What follows belongs to an exercise in optimizing a design on an open flow for small area; a production flow would make more cautious choices. Function was checked by simulation only, so behaviour that the tests miss may differ from the original. Power figures rest on the tool's default switching activity, not on a simulated workload.

### flow/config.mk
export PLATFORM = sky130hd
export DESIGN_NAME = sah
export DESIGN_NICKNAME = sah
export VERILOG_FILES = /design/flow/design.v
export SDC_FILE = /design/flow/constraint.sdc
export NUM_CORES = 4
export LEC_CHECK = 0
export CAP_MARGIN = 20
export CORE_MARGIN = 2
export CORE_UTILIZATION = 40
export SLEW_MARGIN = 20
### flow/constraint.sdc
create_clock -name core_clock -period 10.0 [get_ports {CLK}]
set_input_delay 2.0000 -clock core_clock [delete_from_list [all_inputs] [get_ports {CLK}]]
set_output_delay 2.0000 -clock core_clock [all_outputs]
set_load 0.01 [all_outputs]
### flow/design.v
`timescale 1ns / 1ps
module sah(
  input  CLK, BTN_R, BTN_RST, BTN_L, BTN_SR, ROT_BT, reset, SW3,
  output VGA_H, VGA_V, VGA_R, VGA_G, VGA_B
);
  reg [9:0] h_counter, v_counter;
  reg [9:0] vcount_next, hcount_next;
  reg hsync_next, vsync_next, hsync, vsync;
  reg clk25;
  reg zelena, plava, crvena;
  wire ce25 = ~clk25;
  localparam h_display    = 640;
  localparam h_frontporch = 16;
  localparam h_syncwidth  = 96;
  localparam h_backporch  = 48;
  localparam h_total      = 800;
  localparam v_display    = 480;
  localparam v_frontporch = 10;
  localparam v_syncwidth  = 2;
  localparam v_backporch  = 33;
  localparam v_total      = 525;
  reg btnL_q, btnR_q, btnU_q, btnD_q;  
  reg [2:0] pokazivac_x, pokazivac_y;  
  reg [5:0] tmp_id;  
  reg turn_white;  
  reg holding;
  reg [5:0]  sel_id;    
  reg [6:0] pos  [0:31];
  localparam [6:0] NONE = 7'h7F;
  reg [3:0] kind [0:31];
  localparam integer SLOW_TICKS = 500;
  reg [8:0] slow_cnt;
  wire tick = (slow_cnt == SLOW_TICKS-1);
  localparam integer LINE_LEFT_X1  = 60;    
  localparam integer LINE_LEFT_X2  = 100;
  localparam integer LINE_RIGHT_X1 = 540;   
  localparam integer LINE_RIGHT_X2 = 580;
  localparam integer BOOST_PIXELS = 67;
  reg [8:0]  line_y_white;   
  reg [8:0]  line_y_black;
  reg        run_white_line;
  reg        run_black_line;
  reg        first_line_started;   
  reg        turn_white_q;         
reg game_over;
  localparam integer LINE_TICKS = 375;
  reg [8:0] line_div;
  wire line_tick = (line_div == LINE_TICKS-1);
  wire [5:0] cur_idx = pokazivac_y * 6'd8 + pokazivac_x;  
  localparam ACTIVE_LOW_CLICK = 1'b1;           
  wire click_raw = (ACTIVE_LOW_CLICK) ? ~BTN_RST : BTN_RST;  
  localparam X0 = 120, Y0 = 40;
  wire inside_board = (h_counter >= X0 && h_counter < X0 + 10'd400 &&
                       v_counter >= Y0 && v_counter < Y0 + 10'd400);
  wire [9:0] lx = h_counter - X0;    
  wire [9:0] ly = v_counter - Y0;    
localparam integer DEB_TICKS  = 50;
localparam integer RATE_TICKS = 600;
reg        click_m, click_s;         
reg        click_state, click_prev_db;
reg [5:0]  dbC_cnt;                      
reg [9:0]  click_cooldown;               
reg  take_pulse;    
wire TAKE_p     = take_pulse;  
  function [2:0] seg50(input [9:0] val);
    begin
      if      (val < 10'd50)   seg50 = 3'd0;
      else if (val < 10'd100)  seg50 = 3'd1;
      else if (val < 10'd150)  seg50 = 3'd2;
      else if (val < 10'd200)  seg50 = 3'd3;
      else if (val < 10'd250)  seg50 = 3'd4;
      else if (val < 10'd300)  seg50 = 3'd5;
      else if (val < 10'd350)  seg50 = 3'd6;
      else                     seg50 = 3'd7;
    end
  endfunction
  wire [2:0] tile_x   = seg50(lx);
  wire [2:0] tile_y   = seg50(ly);
  wire [5:0] tile_idx = {tile_y,3'b000} + tile_x;    
  wire [9:0] mul50x = {tile_x,5'b0} + {tile_x,4'b0} + {tile_x,1'b0};  
  wire [9:0] mul50y = {tile_y,5'b0} + {tile_y,4'b0} + {tile_y,1'b0};
  wire [9:0] local_x = lx - mul50x;  
  wire [9:0] local_y = ly - mul50y;  
  reg sw3_m, sw3_s, sw3_prev;
always @(posedge CLK) begin
  if (reset) begin
    sw3_m <= 1'b0; sw3_s <= 1'b0; sw3_prev <= 1'b0;
  end else if (ce25) begin
    sw3_m   <= SW3;
    sw3_s   <= sw3_m;
    sw3_prev<= sw3_s;
  end
end
wire sw3_pulse = sw3_s & ~sw3_prev;   
  function pawn_pixel;   input [9:0] x,y; begin
    pawn_pixel = 1'b0;
    if (y>=10 && y<=12 && x>=20 && x<=30) pawn_pixel = 1'b1;
    else if (y>=13 && y<=18 && x>=22 && x<=28) pawn_pixel = 1'b1;
    else if (y>=19 && y<=20 && x>=23 && x<=27) pawn_pixel = 1'b1;
    else if (y>=21 && y<=24 && x>=20 && x<=30) pawn_pixel = 1'b1;
    else if (y>=25 && y<=28 && x>=18 && x<=32) pawn_pixel = 1'b1;
    else if (y>=29 && y<=32 && x>=17 && x<=33) pawn_pixel = 1'b1;
    else if (y>=33 && y<=36 && x>=16 && x<=34) pawn_pixel = 1'b1;
    else if (y>=37 && y<=40 && x>=14 && x<=36) pawn_pixel = 1'b1;
    else if (y>=41 && y<=43 && x>=12 && x<=38) pawn_pixel = 1'b1;
    else if (y>=44 && y<=45 && x>=10 && x<=40) pawn_pixel = 1'b1;
  end endfunction
  function rook_pixel;    input [9:0] x,y; begin
    rook_pixel = 1'b0;
    if (y>=10 && y<=12 && ((x>=12 && x<=16)||(x>=20 && x<=30)||(x>=34 && x<=38))) rook_pixel = 1'b1;
    else if (y>=13 && y<=32 && x>=14 && x<=36) rook_pixel = 1'b1;
    else if (y>=18 && y<=20 && x>=22 && x<=28) rook_pixel = 1'b0;
    else if (y>=33 && y<=36 && x>=12 && x<=38) rook_pixel = 1'b1;
    else if (y>=37 && y<=45 && x>=10 && x<=40) rook_pixel = 1'b1;
  end endfunction
  function bishop_pixel;  input [9:0] x,y; begin
    bishop_pixel = 1'b0;
    if (y>=10 && y<=12 && x>=22 && x<=28) bishop_pixel = 1'b1;
    else if (y>=13 && y<=16 && x>=20 && x<=30) bishop_pixel = 1'b1;
    else if (y>=17 && y<=20 && x>=18 && x<=32) bishop_pixel = 1'b1;
    else if ((x>=y && x<=y+2) && y>=18 && y<=28) bishop_pixel = 1'b1;
    else if (y>=21 && y<=30 && x>=16 && x<=34) bishop_pixel = 1'b1;
    else if (y>=31 && y<=34 && x>=14 && x<=36) bishop_pixel = 1'b1;
    else if (y>=35 && y<=45 && x>=10 && x<=40) bishop_pixel = 1'b1;
  end endfunction
  function knight_pixel;  input [9:0] x,y; begin
    knight_pixel = 1'b0;
    if (y>=12 && y<=16 && x>=24 && x<=32) knight_pixel = 1'b1;
    else if (y>=16 && y<=20 && x>=20 && x<=30) knight_pixel = 1'b1;
    else if (y>=20 && y<=24 && x>=18 && x<=28) knight_pixel = 1'b1;
    else if (y>=24 && y<=28 && x>=16 && x<=26) knight_pixel = 1'b1;
    else if (y>=28 && y<=34 && x>=14 && x<=30) knight_pixel = 1'b1;
    else if (y>=35 && y<=45 && x>=10 && x<=40) knight_pixel = 1'b1;
    if (y>=17 && y<=18 && x>=27 && x<=28) knight_pixel = 1'b0;
  end endfunction
  function queen_pixel;   input [9:0] x,y; begin
    queen_pixel = 1'b0;
    if (y>=10 && y<=12 && ((x>=12 && x<=14)||(x>=20 && x<=22)||(x>=28 && x<=30)||(x>=36 && x<=38))) queen_pixel = 1'b1;
    else if (y>=13 && y<=15 && x>=14 && x<=36) queen_pixel = 1'b1;
    else if (y>=16 && y<=24 && x>=16 && x<=34) queen_pixel = 1'b1;
    else if (y>=25 && y<=28 && x>=18 && x<=32) queen_pixel = 1'b1;
    else if (y>=29 && y<=32 && x>=16 && x<=34) queen_pixel = 1'b1;
    else if (y>=33 && y<=36 && x>=14 && x<=36) queen_pixel = 1'b1;
    else if (y>=37 && y<=45 && x>=10 && x<=40) queen_pixel = 1'b1;
  end endfunction
 function king_pixel;  input [9:0] x,y; begin
  king_pixel = 1'b0;
  if (y >= 4  && y <= 12 && x >= 24 && x <= 26) king_pixel = 1'b1;
  if (y >= 7  && y <= 9  && x >= 20 && x <= 30) king_pixel = 1'b1;
  if (y>=10 && y<=12 && x>=24 && x<=26) king_pixel = 1'b1;
  if (y>=12 && y<=14 && x>=22 && x<=28) king_pixel = 1'b1;
  if (y>=15 && y<=18 && x>=20 && x<=30) king_pixel = 1'b1;
  if (y>=19 && y<=30 && x>=18 && x<=32) king_pixel = 1'b1;
  if (y>=31 && y<=34 && x>=16 && x<=34) king_pixel = 1'b1;
  if (y>=35 && y<=45 && x>=10 && x<=40) king_pixel = 1'b1;
end endfunction
  function piece_on; input [3:0] code; input [9:0] x,y; begin
    case (code)
      4'd1, 4'd7:  piece_on = king_pixel(x,y);
      4'd2, 4'd8:  piece_on = queen_pixel(x,y);
      4'd3, 4'd9:  piece_on = rook_pixel(x,y);
      4'd4, 4'd10: piece_on = bishop_pixel(x,y);
      4'd5, 4'd11: piece_on = knight_pixel(x,y);
      4'd6, 4'd12: piece_on = pawn_pixel(x,y);
      default:     piece_on = 1'b0;
    endcase
  end endfunction
 task reset_board_ids;
  integer p;
  begin
    pos[0]  <= 56; kind[0]  <= 4'd3;    
    pos[1]  <= 57; kind[1]  <= 4'd5;    
    pos[2]  <= 58; kind[2]  <= 4'd4;    
    pos[3]  <= 59; kind[3]  <= 4'd2;    
    pos[4]  <= 60; kind[4]  <= 4'd1;    
    pos[5]  <= 61; kind[5]  <= 4'd4;    
    pos[6]  <= 62; kind[6]  <= 4'd5;    
    pos[7]  <= 63; kind[7]  <= 4'd3;    
    for (p=0; p<8; p=p+1) begin
      pos[8+p]  <= 6'd48 + p[5:0];
      kind[8+p] <= 4'd6;
    end
    for (p=0; p<8; p=p+1) begin
      pos[16+p]  <= 6'd8 + p[5:0];
      kind[16+p] <= 4'd12;
    end
    pos[24] <=  0; kind[24] <= 4'd9;    
    pos[25] <=  1; kind[25] <= 4'd11;   
    pos[26] <=  2; kind[26] <= 4'd10;   
    pos[27] <=  3; kind[27] <= 4'd8;    
    pos[28] <=  4; kind[28] <= 4'd7;    
    pos[29] <=  5; kind[29] <= 4'd10;   
    pos[30] <=  6; kind[30] <= 4'd11;   
    pos[31] <=  7; kind[31] <= 4'd9;    
  end
endtask
  function [5:0] find_piece_at_idx;
  input [5:0] idx;
  integer i;
  begin
    find_piece_at_idx = 6'h3F;
    for (i=0; i<32; i=i+1)
      if (pos[i] != NONE && pos[i][6:0] == idx) begin
        find_piece_at_idx = i[5:0];
      end
  end
endfunction
always @(posedge CLK) begin
 if (reset) begin
  click_m        <= 1'b0;
  click_s        <= 1'b0;
  click_state    <= 1'b0;
  dbC_cnt        <= 0;
  take_pulse     <= 1'b0;
  click_cooldown <= 0;
  click_prev_db  <= 0;
 end else if (ce25) begin
  click_m <= click_raw;
  click_s <= click_m;
  if (click_s == click_state) begin
    dbC_cnt <= 0;          
  end else begin
    if (dbC_cnt == DEB_TICKS-1) begin
      click_state <= click_s;   
      dbC_cnt     <= 0;
    end else begin
      dbC_cnt <= dbC_cnt + 1;
    end
  end
  take_pulse <= 1'b0;
    if (click_cooldown != 0) click_cooldown <= click_cooldown - 1;
    if ( (click_state & ~click_prev_db) && (click_cooldown == 0) ) begin
      take_pulse     <= 1'b1;            
      click_cooldown <= RATE_TICKS;      
    end
    click_prev_db <= click_state;
 end
end
always @(posedge CLK) begin
  if (reset) line_div <= 0;
  else if (ce25) line_div <= line_tick ? 0 : line_div + 1;
end
always @(posedge CLK) begin
  if (reset) begin
    line_y_white       <= 0;
    line_y_black       <= 0;
    run_white_line     <= 1'b0;
    run_black_line     <= 1'b0;
    first_line_started <= 1'b0;
    turn_white_q       <= 1'b1;
    game_over          <= 1'b0;
  end else if (ce25) begin
  if (sw3_pulse) begin
  line_y_white <= 9'd0;
  line_y_black <= 9'd0;
  run_white_line <=1'b0;
  run_black_line <=1'b0;
  first_line_started <= 1'b0;
  turn_white_q <= 1'b1;  
  game_over     <= 1'b0;
  end
  if (!game_over) begin
if (turn_white != turn_white_q) begin
  if (turn_white_q) begin
    if (line_y_white > BOOST_PIXELS) line_y_white <= line_y_white - BOOST_PIXELS;
    else                             line_y_white <= 9'd0;
    run_white_line <= 1'b0;    
    run_black_line <= 1'b1;    
  end else begin
    if (line_y_black > BOOST_PIXELS) line_y_black <= line_y_black - BOOST_PIXELS;
    else                             line_y_black <= 9'd0;
    run_black_line <= 1'b0;    
    run_white_line <= 1'b1;    
  end
  turn_white_q <= turn_white;
end
end
    if (!first_line_started && TAKE_p && turn_white && !holding) begin
      run_white_line     <= 1'b1;
      first_line_started <= 1'b1;  
    end
    if (line_tick) begin
      if (run_white_line && line_y_white < 9'd399) line_y_white <= line_y_white + 1;
      if (run_black_line && line_y_black < 9'd399) line_y_black <= line_y_black + 1;
    end
     if ( (run_white_line && (line_y_white >= 9'd399)) ||
            (run_black_line && (line_y_black >= 9'd399)) ) begin
            run_white_line <= 1'b0;
            run_black_line <= 1'b0;
            game_over       <= 1'b1;
  end
end
end
    always @(posedge CLK) begin
    if (reset) begin
      slow_cnt <= 0;
      pokazivac_x <= 0; pokazivac_y <= 0;
      btnL_q <= 0; btnR_q <= 0; btnU_q <= 0; btnD_q <= 0;
      holding <= 1'b0; sel_id <= 6'h3F;
      reset_board_ids();
        turn_white <= 1'b1;
    end else if (ce25) begin
    if (slow_cnt == SLOW_TICKS-1) slow_cnt <= 0;
    else                          slow_cnt <= slow_cnt + 1;
      if (!game_over && tick) begin
        if (BTN_L && (!btnL_q || BTN_L) && pokazivac_x > 0) pokazivac_x <= pokazivac_x - 1;
        else if (BTN_R && (!btnR_q || BTN_R) && pokazivac_x < 7) pokazivac_x <= pokazivac_x + 1;
        else if (BTN_SR && (!btnD_q || BTN_SR) && pokazivac_y < 7) pokazivac_y <= pokazivac_y + 1;  
        else if (ROT_BT && (!btnU_q || ROT_BT) && pokazivac_y > 0) pokazivac_y <= pokazivac_y - 1;  
        btnL_q <= BTN_L; btnR_q <= BTN_R; btnU_q <= ROT_BT; btnD_q <= BTN_SR;
      end
if (SW3) begin
  reset_board_ids();
  holding   <= 1'b0;
  sel_id    <= 6'h3F;
  turn_white <= 1'b1;
end
if (!game_over && TAKE_p) begin
  if (!holding) begin
    tmp_id = find_piece_at_idx(cur_idx);
    if (tmp_id != 6'h3F) begin
      if ( (turn_white && (kind[tmp_id] <= 4'd6)) ||
           (!turn_white && (kind[tmp_id] >= 4'd7)) ) begin
        sel_id  <= tmp_id;
        holding <= 1'b1;
        pos[tmp_id] <= NONE;            
      end
    end
  end else begin
    tmp_id = find_piece_at_idx(cur_idx);   
    if (tmp_id == 6'h3F) begin
      pos[sel_id] <= {1'b0, cur_idx};
      holding     <= 1'b0;
      sel_id      <= 6'h3F;
      turn_white  <= ~turn_white;         
    end else begin
      if ( (kind[sel_id] <= 4'd6) != (kind[tmp_id] <= 4'd6) ) begin
        pos[tmp_id]   <= NONE;
        pos[sel_id]   <= {1'b0, cur_idx};
        holding       <= 1'b0;
        sel_id        <= 6'h3F;
        turn_white    <= ~turn_white;     
      end
    end
  end
end
end
end
  always @(posedge CLK) begin
    if (reset) clk25 <= 1'b0;
    else       clk25 <= ~clk25;
  end
  always @(posedge CLK) begin
    if (reset) begin
      vsync <= 1'b0; hsync <= 1'b0;
      v_counter <= 0; h_counter <= 0;
    end else begin
      vsync <= vsync_next; hsync <= hsync_next;
      v_counter <= vcount_next; h_counter <= hcount_next;
    end
  end
  always @(posedge CLK) begin
    if (reset)                        hcount_next <= 0;
    else if (ce25) begin
      if (h_counter == h_total - 1) hcount_next <= 0;
      else                          hcount_next <= h_counter + 1;
    end
  end
  always @(posedge CLK) begin
    if (reset)                        vcount_next <= 0;
    else if (ce25) begin
      if (h_counter == h_total - 1) begin
        if (v_counter == v_total - 1) vcount_next <= 0;
        else                          vcount_next <= v_counter + 1;
      end
    end
  end
  always @(posedge CLK) begin
   if (reset) begin
    crvena <= 0; zelena <= 0; plava <= 0;
   end else begin
    if (((h_counter >= 110 && h_counter <= 120) && (v_counter >= 40 && v_counter <= 440)) ||
        ((h_counter >= 520 && h_counter <= 530) && (v_counter >= 40 && v_counter <= 440)) ||
        ((v_counter >= 30 && v_counter <= 40)  && (h_counter >= 110 && h_counter <= 530)) ||
        ((v_counter >= 440 && v_counter <= 450) && (h_counter >= 110 && h_counter <= 530))) begin
      zelena <= 1; plava <= 1; crvena <= 1;
    end
    else if (((h_counter >= 169 && h_counter <= 170) && (v_counter >= 40 && v_counter <= 440)) ||
             ((h_counter >= 219 && h_counter <= 220) && (v_counter >= 40 && v_counter <= 440)) ||
             ((h_counter >= 269 && h_counter <= 270) && (v_counter >= 40 && v_counter <= 440)) ||
             ((h_counter >= 319 && h_counter <= 320) && (v_counter >= 40 && v_counter <= 440)) ||
             ((h_counter >= 369 && h_counter <= 370) && (v_counter >= 40 && v_counter <= 440)) ||
             ((h_counter >= 419 && h_counter <= 420) && (v_counter >= 40 && v_counter <= 440)) ||
             ((h_counter >= 469 && h_counter <= 470) && (v_counter >= 40 && v_counter <= 440))) begin
      zelena <= 1; plava <= 1; crvena <= 1;
    end
    else if (((h_counter >= 120 && h_counter <= 520) && (v_counter >= 89  && v_counter <= 90 )) ||
             ((h_counter >= 120 && h_counter <= 520) && (v_counter >= 139 && v_counter <= 140)) ||
             ((h_counter >= 120 && h_counter <= 520) && (v_counter >= 189 && v_counter <= 190)) ||
             ((h_counter >= 120 && h_counter <= 520) && (v_counter >= 239 && v_counter <= 240)) ||
             ((h_counter >= 120 && h_counter <= 520) && (v_counter >= 289 && v_counter <= 290)) ||
             ((h_counter >= 120 && h_counter <= 520) && (v_counter >= 339 && v_counter <= 340)) ||
             ((h_counter >= 120 && h_counter <= 520) && (v_counter >= 389 && v_counter <= 390))) begin
      zelena <= 1; plava <= 1; crvena <= 1;
    end
    else begin
      crvena <= 0; zelena <= 0; plava <= 0;
    end
    begin : DRAW_PIECE
      integer i;
      reg hit; reg [3:0] ht_kind;
      hit = 1'b0; ht_kind = 4'd0;
      if (inside_board) begin
        for (i=0; i<32; i=i+1)
          if (!hit && pos[i] != NONE && pos[i][6:0] == tile_idx) begin
  hit = 1'b1; ht_kind = kind[i];
end
        if (hit && piece_on(ht_kind, local_x, local_y)) begin
          if (ht_kind <= 4'd6) begin
            crvena<=1; zelena<=1; plava<=1;       
          end else begin
            crvena<=0; zelena<=0; plava<=1;       
          end
        end
      end
    end
if ( (v_counter == (Y0 + line_y_white)) &&
     (h_counter >= LINE_LEFT_X1 && h_counter <= LINE_LEFT_X2) ) begin
  crvena <= 1; zelena <= 1; plava <= 0;    
end
if ( (v_counter == (Y0 + line_y_black)) &&
     (h_counter >= LINE_RIGHT_X1 && h_counter <= LINE_RIGHT_X2) ) begin
  crvena <= 1; zelena <= 0; plava <= 0;    
end
if (inside_board && (tile_idx == cur_idx)) begin
  if (local_x < 2 || local_x > 47 || local_y < 2 || local_y > 47) begin
    if (turn_white) begin
      crvena <= 1; zelena <= 1; plava <= 0;
    end else begin
      crvena <= 1; zelena <= 0; plava <= 0;
    end
  end
end
   end
end
  always @(posedge CLK) begin
    if (reset) begin
      hsync_next <= 1'b0; vsync_next <= 1'b0;
    end else if (ce25) begin
    hsync_next <= (h_counter >= (h_display + h_frontporch) &&
                   h_counter <= (h_display + h_frontporch + h_syncwidth - 1));
    vsync_next <= (v_counter >= (v_display + v_frontporch) &&
                   v_counter <= (v_display + v_frontporch + v_syncwidth - 1));
    end
  end
  assign VGA_H = ~hsync;
  assign VGA_V = ~vsync;
  assign VGA_G = zelena;
  assign VGA_B = plava;
  assign VGA_R = crvena;
endmodule
### flow/run.sh
#!/bin/bash
# synth_recipe.tcl (not shown) runs the flow's synth.tcl, then flattens the netlist and writes it again
# the make line also repeats each setting of config.mk as NAME=value (left out here)
make -C /OpenROAD-flow-scripts/flow DESIGN_CONFIG=/design/flow/config.mk WORK_HOME=/design/flow/orfs CLKGATE_MAP_FILE= SYNTH_SCRIPT=/design/flow/synth_recipe.tcl finish
==> notes.md <==
## registers in the layout, indices dropped and copies added (netlist names), 3 cells and up
name            count
click_cooldown     10
dbC_cnt             6
h_counter          10
hcount_next        10
line_div            9
line_y_black        9
line_y_white        9
pokazivac_x         3
pokazivac_y         3
pos               224
sel_id              5
slow_cnt            9
v_counter          10
vcount_next        10
## worst reg2reg max path: cells and delay by family, from the launching register on
| kind | cells | cell delay (ns) |
|---|---|---|
| AO/OA/AOI/OAI | 11 | 2.62 |
| AND/OR/NAND/NOR | 7 | 1.84 |
| adder cells (fa/ha/maj) | 4 | 1.77 |
| flip-flops | 1 | 0.86 |
| buffers and inverters | 4 | 0.72 |
| XOR/XNOR | 1 | 0.57 |
| multiplexers | 1 | 0.30 |
## placed cells by master (no fill, tap or decap), drive strengths merged, types with 16 or more instances in the layout
master / n
ha: 81
a21o: 83
xnor2: 258
o21ai: 174
or2: 22
a211oi: 25
o2111ai: 23
nand3: 130
and3: 36
nor2b: 43
a21oi: 151
nand2: 304
a22oi: 21
buf: 57
nand4: 76
o32ai: 16
nor2: 265
nor4: 75
a31oi: 34
edfxtp: 192
o22ai: 21
xor2: 156
o31ai: 19
nand2b: 40
dfxtp: 158
clkbuf: 57
o211ai: 24
or3: 39
o21a: 28
and2: 17
nor3: 93
inv: 115
a21boi: 20
clkinv: 21
## through the flow
step / total power, mW / cell area, µm²
finish: 3.39 / 28700
CTS: 3.42 / 28700
floorplan: 1.82 / 26500
global route: 3.51 / 28700
global placement: 1.89 / 27400
detailed placement: 1.89 / 27400
## cells by family (layout without fill, tap and decap cells)
| kind of cell | Yosys count | count (layout) | synth area share (%) |
|---|---|---|---|
| and+or+nand+nor | 1213 | 1213 | 23.1 |
| xor gates and xnor gates | 414 | 414 | 13.7 |
| buffers and inverters | 315 | 264 | 4.90 |
| muxes | 12 | 12 | 0.457 |
| AOI/OAI and AO/OA | 775 | 775 | 20.1 |
| adders and majority gates | 85 | 85 | 4.12 |
| DFF | 350 | 350 | 33.6 |
## layout make-up
class                      count  area (µm²)
multi-input combinational   2499       16300
tap                          864        1080
inverter                     122         459
clock inverter                17         173
timing repair buffer          68         538
fill                        6531       37000
clock buffer                  57        1190
sequential                   350        8940
## power by group through the flow
stage	combinational [mW]	clock (mW)	sequential [mW]
finish	0.262	1.53	1.61
global route	0.295	1.61	1.61
CTS	0.261	1.55	1.60
detailed placement	0.259	0	1.64
global placement	0.259	0	1.64
floorplan	0.202	0	1.62
## worst max-delay path by stage
stage / slack [ns] / startpoint / cells past startpoint / end
2_1_floorplan: 3.18 / h_counter[3]$_SDFF_PP0_ / 31 / zelena$_SDFF_PP0_
4_1_cts: 1.40 / h_counter[3]$_SDFF_PP0_ / 28 / zelena$_SDFF_PP0_
6_report: 1.18 / h_counter[3]$_SDFF_PP0_ / 28 / zelena$_SDFF_PP0_
3_5_place_dp: 1.46 / h_counter[3]$_SDFF_PP0_ / 28 / zelena$_SDFF_PP0_
3_3_place_gp: 1.63 / h_counter[3]$_SDFF_PP0_ / 28 / crvena$_SDFF_PP0_
5_1_grt: 0.58 / h_counter[3]$_SDFF_PP0_ / 28 / crvena$_SDFF_PP0_
## routing by layer
layer | GRT usage (%) | vias up | part of all wire (%)
met1 | 36.4 | 11600 | 44
li1 | - | 11400 | -
met2 | 39.4 | 1129 | 44
met5 | 0 | - | 0
met3 | 3.66 | 189 | 8.8
met4 | 8.11 | 0 | 3.2
==> notes.md <==
- Die W: 262 µm
- Cells after Synth: 3164
- Area grow syn2layout: 8.17%
- Net Sw Frac: 24.2%
- Synth unique cells: between 100 and 150
- Worst vdd ir: 198 µV
- Psw: 0.823 mW
- Leak: around 11 nW
- GP Congestion: 0.959
- Initial drt markers: ~3000
- Congestion Overflow GR: 0
- Core area: between 60000 and 70000 µm²
- Dominant synthesized flop cell: edfxtp_1
- Vias in the first global route: roughly 22000
- Vias per inst: approximately 6
- Detailed Route WL: around 90000 µm
- Non-Filler Instances: between 3000 and 4000
- Layout Skew: 0.0280 ns
- R2R Path Start: h_counter[3]$_SDFF_PP0_
- CTS root buffer: clkbuf_16
- Hold Path Class: reg -> reg
- Post-synth EDFFs: 192
- Total CTS buffers: 41
- Antenna Nets Post-Route: 0
- Delay-heaviest family, CP: compound AO/OA/AOI/OAI gates
- Final setup vio count: 0
- R2R depth: 28
- Final worst-path setup slack: approximately 1.2 ns
- Setup bufs post-CTS: 0
- Number of I/O port buffers: 12
- Max-Cap Viols: 0
- Clock transition at path regs: 0.06 ns
- Sequential area share after synthesis: 33.6%
- Setup TNS: 0 ns
- CTS tree: built
- Tmin final: approximately 8.8 ns
- Synthesized area: 26500 µm²
- Logic pwr share: 7.7%
- Share of the synthesized area in the top cell type: 21.7%
- Resized Gates After CTS: 0
- Clock Sinks: 350
- Max Root-Sink Buffers: 3
- Average wire per standard cell: about 22 µm
- Max Fclk: about 110 MHz
- Worst Path Buf+Inv: 4
- Power per cell area: 118 nW/µm²
- Hold Path Origin: vcount_next[8]$_SDFFE_PP0P_
- Reg2reg setup slack: 1.18 ns
- FFs w/ async S/R, synth: 0%
- Top cells by area, synth: edfxtp_1, dfxtp_1, xnor2_1
- Status: complete, no violations
- GRT Overall Usage: 25.4%
- Crit. End Element: flip-flop
- Worst slew pin tran: 1.13 ns
- Final worst path period share: 88.2%
- DPL Wire Length: 60600 µm
- Synth cell count leaders: nand2_1, nor2_1, xnor2_1, edfxtp_1, o21ai_0
- Final hold vios: 0
- Die H: 262 µm
- Die area: 68400 µm²
- R2R Path End: zelena$_SDFF_PP0_
- Pint: 2.57 mW
- Post-Syn Area per Cell: around 8.4 µm²
- CTS H-tree lvls: 2
- DRC errors left: 0
- Seq cells post-synth: between 300 and 400
- Sequential Power Share: 47.3%
- Syn_nets: 3257
- CP Launch Type: flip-flop
- Worst EP required: roughly 10 ns
- Hold Slack: 0.435 ns
- Clock power share: 45.0%
- Final-stage net count: between 3000 and 4000
- Initial antenna violation count: 0
- CP Class: reg -> reg
- Yosys Warn Count: 2
- Post-synth top area cell: edfxtp_1
- Worst-Skew Late Latency: 0.57 ns
- Max-slew violation count: 0
- RSZ-0062 raised after global routing: false
- Share of cells above drive strength 1: 6.65%
- Initial core utilization: 40.4%
- Diodes inserted: 0
- Slowest cell delay on critical path: roughly 0.86 ns
- Max_slew headroom: about a quarter
- Worst path slowest cell: dfxtp_1
- Most common cell in the netlist: nand2_1
- Cts hold-fix bufs: 0
- Dpl ws: 1.46 ns
- Worst Hold Depth: 2
- Via Count: 24300
- Global-route wire length before repair: 135000 µm
- Detailed Routing Iterations Pass 1: 6
- IO Pins: 13
- Utilization after layout: roughly 44%
- Critical-path maximum fanout: 26
- DP Cell Count: 3903
- Hold EP: v_counter[8]$_SDFF_PP0_
- Critical Path AT: just over 9 ns
- Site Rows: 94
- Largest net degree at the start of global routing: 66

## static timing again, ports no longer ideal
How much do the figures lean on ideal ports? The routed layout below was timed once more, with nothing changed but the port constraints. Step 1 sets driving cells, clkbuf_16 on the clock port and buf_2 on the other inputs (assumed; they add their load-dependent delay and slew). Step 2, shift: input delay + t, output delay - t, t = (earliest + latest rising clock arrival at the registers) / 2. This alone moves slack from input paths to output paths. Three values: no drivers, after step 1, after step 2; two values: the first two.
t (ns): 0.611
slack for setup (ns): 1.181 / 1.181 / 1.181
latest minus earliest clock arrival (ns): 0.031 / 0.031
worst slew at a driven data input, ns: 0.05
After both steps this run still meets setup and hold. For this run, drivers alone change the setup slack by 0.000 ns; drivers and shift together by 0.000 ns.
